This is an optimization exercise on Yosys and OpenROAD, whose aim is small area and a short achievable clock period, not a production implementation. The RTL was checked by simulation tests, not by an equivalence proof against the original design. Power figures rest on the tool's default switching activity, not on a simulated workload.

## build 87
## pipeline_sum
module pipeline_sum (
    input clk,
    input [15:0] a, b,
    output [31:0] r
);
clock: 36.0 ns
lec_check: 0
abc_area: 1
cap_margin: 20
core_margin: 2
core_utilization: 45
slew_margin: 20
standard.sh (not shown) runs the stock make flow with config.mk's settings and CLKGATE_MAP_FILE= SYNTH_SCRIPT=/design/flow/synth_recipe.tcl, a recipe that flattens the netlist after the stock synthesis.
==> flow/flow/run.sh <==
#!/bin/bash
set -euo pipefail
MARGIN=25.5
PLAT="$FLOW_HOME/platforms/sky130hd/config.mk"
BASE=$(sed -n '/^export DONT_USE_CELLS += /,/^#/p' "$PLAT" | grep -o 'sky130_fd_sc_hd__[a-z0-9_]*' | tr '\n' ' ')
EXTRA=""
for c in maj3_1 maj3_2 maj3_4 fa_1 fa_2 fa_4 fah_1 fahcin_1 fahcon_1 ha_1 ha_2 ha_4; do
  EXTRA="$EXTRA sky130_fd_sc_hd__$c"
done
bash standard.sh SETUP_SLACK_MARGIN=$MARGIN SETUP_MOVE_SEQUENCE=sizeup,swap SKIP_GATE_CLONING=1 \
  "BUFFER_PORTS_ARGS=-buffer_cell sky130_fd_sc_hd__buf_1" \
  "DONT_USE_CELLS=$BASE$EXTRA" finish > make_finish.log 2>&1
Inputs modified between build 87 and build 39:
-- flow/config.mk --
<<< build 87, line 9
export CAP_MARGIN = 20
export CORE_MARGIN = 2
export CORE_UTILIZATION = 45
export SLEW_MARGIN = 20
>>> build 39, line 9
export CAP_MARGIN = 20
export CORE_MARGIN = 2
export CORE_UTILIZATION = 55
export SLEW_MARGIN = 20
### Flow results
The combinational group share of total power number comes out lower for build 39 vs build 87. Compared with build 87, build 39 shows first-pass GRT wire length that has gone down slightly. When the final numbers for build 87 and build 39 were put side by side, the critical path's largest stage delay turned out to be smaller in build 87. Re clock network area share: build 39 is 0.19 points up on build 87. In terms of hold slack, build 87 and build 39 differ only marginally. On sequential cell count, build 87 tracks build 39 almost exactly. Looking at clock-buffer cell count across build 87 and build 39, the one that comes out higher is build 39. The lower period utilization of build 87 and build 39 is in build 87.

---

Setup of rev 12:
Starting RTL as in the previous note.
clock: 36.0 ns
lec_check: 0
abc_area: 1
cap_margin: 20
core_margin: 2
core_utilization: 55
slew_margin: 20
==> flow/flow/run.sh <==
#!/bin/bash
set -euo pipefail
MARGIN=25.5
bash standard.sh SETUP_SLACK_MARGIN=$MARGIN SETUP_MOVE_SEQUENCE=sizeup,swap SKIP_GATE_CLONING=1 \
  "BUFFER_PORTS_ARGS=-buffer_cell sky130_fd_sc_hd__buf_1" finish > make_finish.log 2>&1
Setup changes, rev 12 to rev 13
==> flow/flow/run.sh <==
#!/bin/bash
set -euo pipefail
MARGIN=26
PLAT="$FLOW_HOME/platforms/sky130hd/config.mk"
BASE=$(sed -n '/^export DONT_USE_CELLS += /,/^#/p' "$PLAT" | grep -o 'sky130_fd_sc_hd__[a-z0-9_]*' | tr '\n' ' ')
EXTRA=""
for c in maj3_1 maj3_2 maj3_4 fa_1 fa_2 fa_4 fah_1 fahcin_1 fahcon_1 ha_1 ha_2 ha_4; do
  EXTRA="$EXTRA sky130_fd_sc_hd__$c"
done
bash standard.sh SETUP_SLACK_MARGIN=$MARGIN SETUP_MOVE_SEQUENCE=sizeup,swap SKIP_GATE_CLONING=1 \
  "BUFFER_PORTS_ARGS=-buffer_cell sky130_fd_sc_hd__buf_1" \
  "DONT_USE_CELLS=$BASE$EXTRA" finish > make_finish.log 2>&1
### Flow results
As far as routed length on met2 is concerned, rev 12 and rev 13 perform about the same.
Looking at final standard cell area without fillers, rev 13 sits below rev 12.
Sequential share of layout area in rev 13 is 0.56 points above rev 12.
The slowest cell on the critical path comes out nor4_1 in one run and dfxtp_4 in the other, namely in rev 13 and rev 12 respectively.
Diff rev 12 -> rev 13 | layout-stage area growth over the synthesis result | decrease of 0.83 points
Of rev 13 and rev 12, rev 12 shows the lower global-route usage, with rev 13 above it.
Buffering stage count on the worst path with inverters included in rev 13 is 4 lower than in rev 12
The number of clock-tree buffers in the layout number comes out higher for rev 13 vs rev 12.
| first-pass GRT wire length | higher: rev 13 |
In the flow results for rev 13 and rev 12, the number of antenna violations at the first check in global routing is larger on rev 12.

---

## old
Another version of the RTL of pipeline_sum (not shown whole).
For scale: roughly 1,800 cells after synthesis, ~110 flip-flops, roughly 65 I/O pins, roughly 11,000 sq um of cells after synthesis.
Settings: LEC_CHECK=0, ABC_AREA=1, CAP_MARGIN=20, CORE_MARGIN=2, CORE_UTILIZATION=55, SLEW_MARGIN=20; clock period 36.0 ns.
==> flow/flow/run.sh <==
#!/bin/bash
set -euo pipefail
MARGIN=26
PLAT="$FLOW_HOME/platforms/sky130hd/config.mk"
BASE=$(sed -n '/^export DONT_USE_CELLS += /,/^#/p' "$PLAT" | grep -o 'sky130_fd_sc_hd__[a-z0-9_]*' | tr '\n' ' ')
EXTRA=""
for c in maj3_1 maj3_2 maj3_4 fa_1 fa_2 fa_4 fah_1 fahcin_1 fahcon_1 ha_1 ha_2 ha_4; do
  EXTRA="$EXTRA sky130_fd_sc_hd__$c"
done
bash standard.sh SETUP_SLACK_MARGIN=$MARGIN SETUP_MOVE_SEQUENCE=sizeup,swap SKIP_GATE_CLONING=1 \
  "BUFFER_PORTS_ARGS=-buffer_cell sky130_fd_sc_hd__buf_1" \
  "DONT_USE_CELLS=$BASE$EXTRA" finish > make_finish.log 2>&1
Input changes introduced in new (baseline for comparison: old):
- CTS_BUF_LIST now sky130_fd_sc_hd__clkbuf_8 sky130_fd_sc_hd__clkbuf_16, previously not set
diff --git a/flow/flow/run.sh b/flow/flow/run.sh
--- a/flow/flow/run.sh
+++ b/flow/flow/run.sh
@@ -3 +3 @@
-MARGIN=26
+MARGIN=25.5
@@ -7 +7 @@
-for c in maj3_1 maj3_2 maj3_4 fa_1 fa_2 fa_4 fah_1 fahcin_1 fahcon_1 ha_1 ha_2 ha_4; do
+for c in  maj3_1 maj3_2 maj3_4 fa_1 fa_2 fa_4 fah_1 fahcin_1 fahcon_1 ha_1 ha_2 ha_4; do
==> comparison <==
For new and old, there was not a single run that failed to finish clean.
Final critical path time including I/O delays and setup on new is behind old.
new and old ended up with nearly the same via count.
According to the power report, total power for new is lower than for old.
In the reports for new and old, the smaller finished layout cell area belongs to new.

==> what the ideal ports hide <==
No port has a modelled driver above. Below, the same layouts with a new extraction and two added sets of constraints.
Step 1 sets driving cells, clkbuf_16 on the clock port and buf_2 on the other inputs (assumed; they add their load-dependent delay and slew).
Step 2 also shifts input and output timing later by t, the mid clock arrival at the registers, as if the neighbouring blocks saw the same clock.
Three values: ideal ports, drivers, drivers and shift; two values: the first two.
run | t (ns) | setup WS [ns] | worst slew at a driven data input, ns
build 87 | 0.411 | 26.514 / 26.535 / 26.123 | 0.05
build 39 | 0.396 | 26.381 / 26.402 / 26.007 | 0.03
rev 12 | 0.412 | 26.182 / 26.182 / 26.182 | 0.05
rev 13 | 0.395 | 26.383 / 26.403 / 26.008 | 0.03
old | 0.402 | 26.588 / 26.614 / 26.211 | 0.03
new | 0.401 | 26.584 / 26.609 / 26.208 | 0.03
After both steps every run listed still meets setup and hold. The setup slack of build 87, which loses most, moves by +0.021 ns with the drivers and by -0.391 ns with both steps.
